Context: an optimization exercise on an open-source flow, tuned for small area, a short achievable clock period and few clock cycles. The choices shown serve that exercise and are no tape-out recipe.
Where RTL was checked, it was by simulation tests only, not by an equivalence proof against the original.
No activity file was given, so power comes from the tool's default toggle rates.

## Core
module Core (
    clk,
    rst,
    init_PC,
    imem_addr,
    imem_rdata,
    dmem_addr,
    dmem_we,
    dmem_wdata,
    dmem_rdata,
    halted
);
clock: 4.0 ns
lec_check: 0
abc_area: 1
abc_clock_period_in_ps: 1900
cap_margin: 20
core_margin: 2
core_utilization: 60
cts_buf_list: sky130_fd_sc_hd__clkbuf_4 sky130_fd_sc_hd__clkbuf_8
setup_slack_margin: 1.9
slew_margin: 20
standard.sh (not shown) runs the stock make flow with config.mk's settings and CLKGATE_MAP_FILE= SYNTH_SCRIPT=/design/flow/synth_recipe.tcl, a recipe that flattens the netlist after the stock synthesis.
==> flow/flow/run.sh <==
#!/bin/bash
# The standard layout (the standard.sh), except that the port buffers
# are sky130_fd_sc_hd__buf_1 cells rather than the delay buffers that
# buffer_ports picks by default. make's full output goes to standard.log;
# ORFS keeps each step's own log under orfs/logs/.
set -euo pipefail
export BUFFER_PORTS_ARGS="-buffer_cell sky130_fd_sc_hd__buf_1"
bash standard.sh > standard.log 2>&1
The baseline passed the timing, DRC and antenna checks.
Testbench counts at the start, summed over its fixed seeds: cycles 36,554.
Change:
Settings changed: SETUP_SLACK_MARGIN 1.9 to 2.05.
Outcome:
- The new run ran to the end with no violations
- worst hold slack is about the same
- clock power hardly moves
- die area is unchanged
- worst setup slack is better by 10 ps
- final cell count rose by 1.5%
- via count rose by 2.3%
- sequential share of layout area fell by 0.83 points
- clock skew hardly moves
- synthesized area stays the same
- synthesized cell count does not change
- power rose by 0.62%
Change:
Settings changed: ABC_AREA 1 to default, SETUP_SLACK_MARGIN 2.05 to 1.9.
=> Cell area goes up by 2.7%. First-iteration DRC count drops by 36%. Clock power decreases by 6.9%. Sequential cell count is unchanged. Utilization rose by 1.9 points. Non-clock buffer count rises by 3. Clock skew decreases by 6.0 ps. Synthesized area climbs by 0.33%. Worst hold slack barely changes.

========
Another version of the RTL of Core (not shown whole).
Size in the first run: ~550 cells after synthesis, about 100 flip-flops, roughly 56 I/O pins, roughly 5000 sq um of cells after synthesis.
clock: 4.0 ns
lec_check: 0
abc_area: 1
abc_clock_period_in_ps: 1900
cap_margin: 20
core_margin: 2
core_utilization: 50
cts_buf_list: sky130_fd_sc_hd__clkbuf_4 sky130_fd_sc_hd__clkbuf_8
setup_slack_margin: 2.0
slew_margin: 20
tns_end_percent: 30
Scripts as last shown in full above: flow/flow/run.sh
The baseline ran to the end with no violations.
Testbench counts at the start, summed over its fixed seeds: cycles 36,554.
Edit:
Settings changed: CORE_UTILIZATION 50 to 60, TNS_END_PERCENT 30 to 5.
Wire length is lower by 6.4%.
Core utilization is higher by 11 points.
Fmax is lower by 1.8%.
Clock skew stays flat.
Sequential share of layout area is higher by 0.23 points.
Power is lower by 0.53%.
Register-to-register slack stays flat.
Count of clock-buffer cells in the layout is lower by 3.
Sequential cell count is unchanged.
Edit:
Settings changed: CAP_MARGIN 20 to 5, GPL_TIMING_DRIVEN set to 0, SLEW_MARGIN 20 to 5, TNS_END_PERCENT 5 to 30.
Result:
- The changed run ran to the end with no violations
- final area increases by about 1%
- count of clock-buffer cells in the layout is unchanged
- setup slack gets better by 0.055 ns
- synthesized area is unchanged
- power is about the same
- cell count went up by 1.1%
Edit:
Settings changed: ABC_CLOCK_PERIOD_IN_PS 1900 to 1500, CAP_MARGIN 5 to 20, GPL_TIMING_DRIVEN 0 to unset, SLEW_MARGIN 5 to 20.
Effect: The changed run passed the timing, DRC and antenna checks; synthesized area does not change; power stays flat; design area came out lower slightly; global-route usage came out lower by 0.18 points; combinational power came out lower by a few percent.

========
== alpha ==
The RTL this note starts from:
==> flow/design.v <==
module Core (
    clk,
    rst,
    init_PC,
    imem_addr,
    imem_rdata,
    dmem_addr,
    dmem_we,
    dmem_wdata,
    dmem_rdata,
    halted
);
input clk;
input rst;
input [7:0] init_PC;
output [7:0] imem_addr;
input [11:0] imem_rdata;
output [7:0] dmem_addr;
output dmem_we;
output [7:0] dmem_wdata;
input [7:0] dmem_rdata;
output reg halted;
reg [7:0] sa;        
reg fv;              
reg [3:0] op;
reg [7:0] imm;
reg xv;              
reg pend;            
reg z, n;
reg [3:0] cnt;       
reg [7:0] s0, s1, s2, s3, s4, s5, s6, s7;
wire full = cnt[3];
wire is_push = (op[3:1] == 3'b000);
wire is_ld   = (op == 4'd1);
wire is_st   = (op == 4'd2);
wire is_pop  = (op[3:1] == 3'b001) | (op[3:1] == 3'b010);
wire is_alu  = (op[3:1] == 3'b011);
wire uses_tos = is_pop | is_alu;
wire stall = pend & xv & uses_tos;
wire go = xv & ~stall;
wire taken = go & ((op == 4'd3) | ((op == 4'd4) & z) | ((op == 4'd5) & n));
assign imem_addr = taken ? s0 : sa;
assign dmem_addr = imm;
assign dmem_we = go & is_st;
assign dmem_wdata = s0;
wire [3:0] rop = imem_rdata[11:8];
wire capture = fv & ~stall & ~taken & ~halted;
wire r_halt = rop[3];
wire r_uses = (rop[3:1] != 3'b000);
wire push_go = go & is_push & ~full;
wire shift_up = go & (is_pop | is_alu);
wire stall_next = go & is_ld & ~full & capture & r_uses & ~r_halt;
wire [7:0] alu_r = op[0] ? (s0 - s1) : (s0 + s1);
always @(posedge clk) begin
    if (rst) begin
        sa <= init_PC;
        fv <= 1'b0;
        xv <= 1'b0;
        pend <= 1'b0;
        halted <= 1'b0;
        z <= 1'b0;
        n <= 1'b0;
        cnt <= 4'd0;
        s0 <= 8'd0;
        s1 <= 8'd0;
    end else begin
        fv <= 1'b1;
        if (taken)
            sa <= s0 + 8'd1;
        else if (!stall_next)
            sa <= sa + 8'd1;
        if (!stall) begin
            op <= rop;
            imm <= imem_rdata[7:0];
            xv <= capture & ~r_halt;
        end
        if (capture & r_halt)
            halted <= 1'b1;
        pend <= go & is_ld & ~full;
        if (push_go)
            cnt <= cnt + 4'd1;
        else if (go & is_pop & (cnt != 4'd0))
            cnt <= cnt - 4'd1;
        else if (go & is_alu & (cnt != 4'd1))
            cnt <= (cnt == 4'd0) ? 4'd1 : cnt - 4'd1;
        if (push_go)
            s0 <= imm;
        else if (go & is_pop)
            s0 <= s1;
        else if (go & is_alu)
            s0 <= alu_r;
        else if (pend)
            s0 <= dmem_rdata;
        if (push_go)
            s1 <= pend ? dmem_rdata : s0;
        else if (shift_up)
            s1 <= (cnt[3] | (cnt[1] & cnt[0]) | cnt[2]) ? s2 : 8'd0;
        if (go & is_alu) begin
            z <= (alu_r == 8'd0);
            n <= alu_r[7];
        end
    end
end
always @(posedge clk) begin
    if (push_go) begin
        s2 <= s1; s3 <= s2; s4 <= s3; s5 <= s4; s6 <= s5; s7 <= s6;
    end else if (shift_up) begin
        s2 <= s3; s3 <= s4; s4 <= s5; s5 <= s6; s6 <= s7;
    end
end
endmodule
export LEC_CHECK = 0
export ABC_CLOCK_PERIOD_IN_PS = 1799
export CAP_MARGIN = 20
export CORE_MARGIN = 2
export CORE_UTILIZATION = 40
export SETUP_SLACK_MARGIN = 2.2
export SLEW_MARGIN = 20
create_clock -name core_clock -period 4.0 [get_ports {clk}]
run.sh (not shown) runs the stock make flow with config.mk's settings and CLKGATE_MAP_FILE= SYNTH_SCRIPT=/design/flow/synth_recipe.tcl, a recipe that flattens the netlist after the stock synthesis.
Stock flow here: none of the scripts above is used.
Testbench counts of alpha, summed over its fixed seeds: cycles 39,427.
The following lists how gamma was set up differently from alpha:
Settings: ABC_CLOCK_PERIOD_IN_PS removed (was 1799); SETUP_SLACK_MARGIN removed (was 2.2).
==> notes.md <==
- Global routing usage on met1 in gamma is 4.9 points lower than in alpha
- gamma ended with less post-route worst setup slack than alpha.
- Compared with alpha, gamma shows a lower cell count.
- On power consumption: between gamma and alpha, it ends up lower for gamma.
- On stage delay of the slowest cell on the critical path, the lower figure sits with alpha, not gamma.

========
Core, a different RTL version from the one above (not shown whole).
Size in the first run: roughly 96 flip-flops, about 56 I/O pins, about 5000 µm² of cells after synthesis.
clock: 4.0 ns
lec_check: 0
abc_clock_period_in_ps: 1500
cap_margin: 20
core_margin: 2
core_utilization: 40
setup_slack_margin: 2.5
slew_margin: 20
The first run finished clean.
Rerun with:
ABC_CLOCK_PERIOD_IN_PS = 2000   (was 1500)
SETUP_SLACK_MARGIN = 2.0   (was 2.5)
Power shrinks by 4.6%.
Cell area shrinks by 14%.
Non-clock buffer count shrinks by 61.
Maximum frequency shrinks by 4.0%.
Die area is unchanged.
Cell count shrinks by 7.2%.
Worst setup slack is worse by 0.10 ns.
Area after synthesis is unchanged.
No run of this note included a check of the RTL's function; only the layout flow was run.

========
Core, a different RTL version from the one above (not shown whole).
Size in the first run: about 480 cells after synthesis, about 110 flip-flops, about 56 I/O pins, ~5200 sq um of cells after synthesis.
Settings: LEC_CHECK=0, ABC_CLOCK_PERIOD_IN_PS=2000, CAP_MARGIN=20, CORE_MARGIN=2, CORE_UTILIZATION=40, SETUP_SLACK_MARGIN=2.0, SLEW_MARGIN=20; clock period 4.0 ns.
The first run ran to the end with no violations.
==> next run, changes <==
ABC_CLOCK_PERIOD_IN_PS = 4000   (was 2000)
SETUP_SLACK_MARGIN = 0   (was 2.0)
=>
- routed wire length drops by 5.6%
- register-to-register slack gets worse by 420 ps
- power went down by 3.8%
- cell count decreases by 4.0%
- non-clock buffer count is lower by 29
- core utilization shrinks by 3.9 points
- final area came out lower by 7.4%
- worst hold slack degrades by 5.8 ps
- global-route usage drops by 1.0 points
==> next run, changes <==
ABC_CLOCK_PERIOD_IN_PS = 1500   (was 4000)
SETUP_SLACK_MARGIN = 2.5   (was 0)
- total power goes up by a little under a tenth
- wire length grows by about a fifth
- die area does not change
- clock power rises by roughly a tenth
- design area climbs by about a fifth
- maximum frequency rose by about a fifth
==> next run, changes <==
ABC_CLOCK_PERIOD_IN_PS = 2500   (was 1500)
SETUP_SLACK_MARGIN = 1.5   (was 2.5)
- setup slack loses 42 ps
- total power came out lower by 6.6%
- worst hold slack gets better by 24 ps
- design area is lower by 17%
Function was not checked in any run of this note: the RTL went through the layout flow alone.

========
Another version of the RTL of Core (not shown whole).
For scale: roughly 510 cells after synthesis, roughly 100 flip-flops, ~56 I/O pins.
export LEC_CHECK = 0
export ABC_CLOCK_PERIOD_IN_PS = 2250
export CAP_MARGIN = 20
export CORE_MARGIN = 2
export CORE_UTILIZATION = 40
export SETUP_SLACK_MARGIN = 1.75
export SLEW_MARGIN = 20
create_clock -name core_clock -period 4.0 [get_ports {clk}]
standard.sh (not shown) runs the stock make flow with config.mk's settings and CLKGATE_MAP_FILE= SYNTH_SCRIPT=/design/flow/synth_recipe.tcl, a recipe that flattens the netlist after the stock synthesis.
Scripts as last shown in full above: flow/flow/run.sh
==> next run, changes <==
ABC_CLOCK_PERIOD_IN_PS = 1800   (was 2250)
SETUP_SLACK_MARGIN = 2.0   (was 1.75)
Effect: Area after synthesis stays the same; sequential cell count does not change; worst hold slack improved by 31 ps; final cell count climbs by 1.9%; register-to-register slack improved by 140 ps; count of clock-buffer cells in the layout stays the same.
No run of this note included a check of the RTL's function; only the layout flow was run.

[separate check: timing with driven ports]
The flow's constraints put no driver on any port. The routed layouts listed below were extracted and timed again, unchanged, in two steps. Step 1 sets driving cells, clkbuf_16 on the clock port and buf_2 on the other inputs (assumed; they add their load-dependent delay and slew). Step 2 also shifts input and output timing later by t, the mid clock arrival at the registers, as if the neighbouring blocks saw the same clock. Three values: no drivers, after step 1, after step 2; two values: the first two.
| run | shift t [ns] | setup slack, ns | hold slack, ns | latest minus earliest clock arrival (ns) | slew at the worst register clock pin (ns) |
|---|---|---|---|---|---|
| the first run of note 1 | 0.388 | 1.924 / 1.890 / 1.712 | 0.501 / 0.501 / 0.501 | 0.020 / 0.020 | 0.10 / 0.10 |
| the second run of note 1 | 0.387 | 1.934 / 1.901 / 1.741 | 0.504 / 0.504 / 0.504 | 0.018 / 0.018 | 0.10 / 0.10 |
| the third run of note 1 | 0.391 | 1.914 / 1.884 / 1.566 | 0.505 / 0.505 / 0.505 | 0.012 / 0.012 | 0.11 / 0.11 |
| the first run of note 2 | 0.402 | 1.982 / 1.977 / 1.593 | 0.531 / 0.529 / 0.531 | 0.011 / 0.011 | 0.10 / 0.10 |
| the second run of note 2 | 0.408 | 1.946 / 1.911 / 1.632 | 0.521 / 0.521 / 0.521 | 0.013 / 0.013 | 0.10 / 0.10 |
| the third run of note 2 | 0.389 | 2.000 / 1.977 / 1.748 | 0.517 / 0.517 / 0.517 | 0.012 / 0.011 | 0.10 / 0.10 |
| the fourth run of note 2 | 0.403 | 1.993 / 1.973 / 1.638 | 0.523 / 0.523 / 0.523 | 0.011 / 0.012 | 0.10 / 0.10 |
| alpha | 0.388 | 1.260 / 1.222 / 1.359 | 0.468 / 0.468 / 0.468 | 0.012 / 0.012 | 0.07 / 0.07 |
| gamma | 0.380 | 0.564 / 0.524 / 0.904 | 0.453 / 0.453 / 0.453 | 0.013 / 0.013 | 0.07 / 0.07 |
| the first run of note 4 | 0.393 | 1.552 / 1.552 / 1.341 | 0.448 / 0.448 / 0.448 | 0.010 / 0.010 | 0.07 / 0.07 |
| the second run of note 4 | 0.391 | 1.451 / 1.451 / 1.232 | 0.454 / 0.454 / 0.454 | 0.008 / 0.008 | 0.07 / 0.07 |
| the first run of note 5 | 0.386 | 1.632 / 1.632 / 1.360 | 0.510 / 0.510 / 0.510 | 0.014 / 0.014 | 0.08 / 0.08 |
| the second run of note 5 | 0.390 | 1.208 / 1.208 / 0.873 | 0.504 / 0.504 / 0.504 | 0.007 / 0.007 | 0.07 / 0.07 |
| the third run of note 5 | 0.388 | 1.692 / 1.692 / 1.407 | 0.483 / 0.483 / 0.483 | 0.006 / 0.006 | 0.08 / 0.08 |
| the fourth run of note 5 | 0.387 | 1.650 / 1.650 / 1.289 | 0.507 / 0.507 / 0.507 | 0.010 / 0.011 | 0.07 / 0.07 |
| the first run of note 6 | 0.395 | 1.746 / 1.705 / 1.458 | 0.506 / 0.506 / 0.506 | 0.007 / 0.007 | 0.07 / 0.07 |
| the second run of note 6 | 0.392 | 1.788 / 1.748 / 1.610 | 0.538 / 0.538 / 0.538 | 0.013 / 0.012 | 0.08 / 0.08 |
After both steps every run listed still meets setup and hold. For the first run of note 2, which loses most, drivers alone change the setup slack by -0.005 ns; drivers and shift together by -0.389 ns.
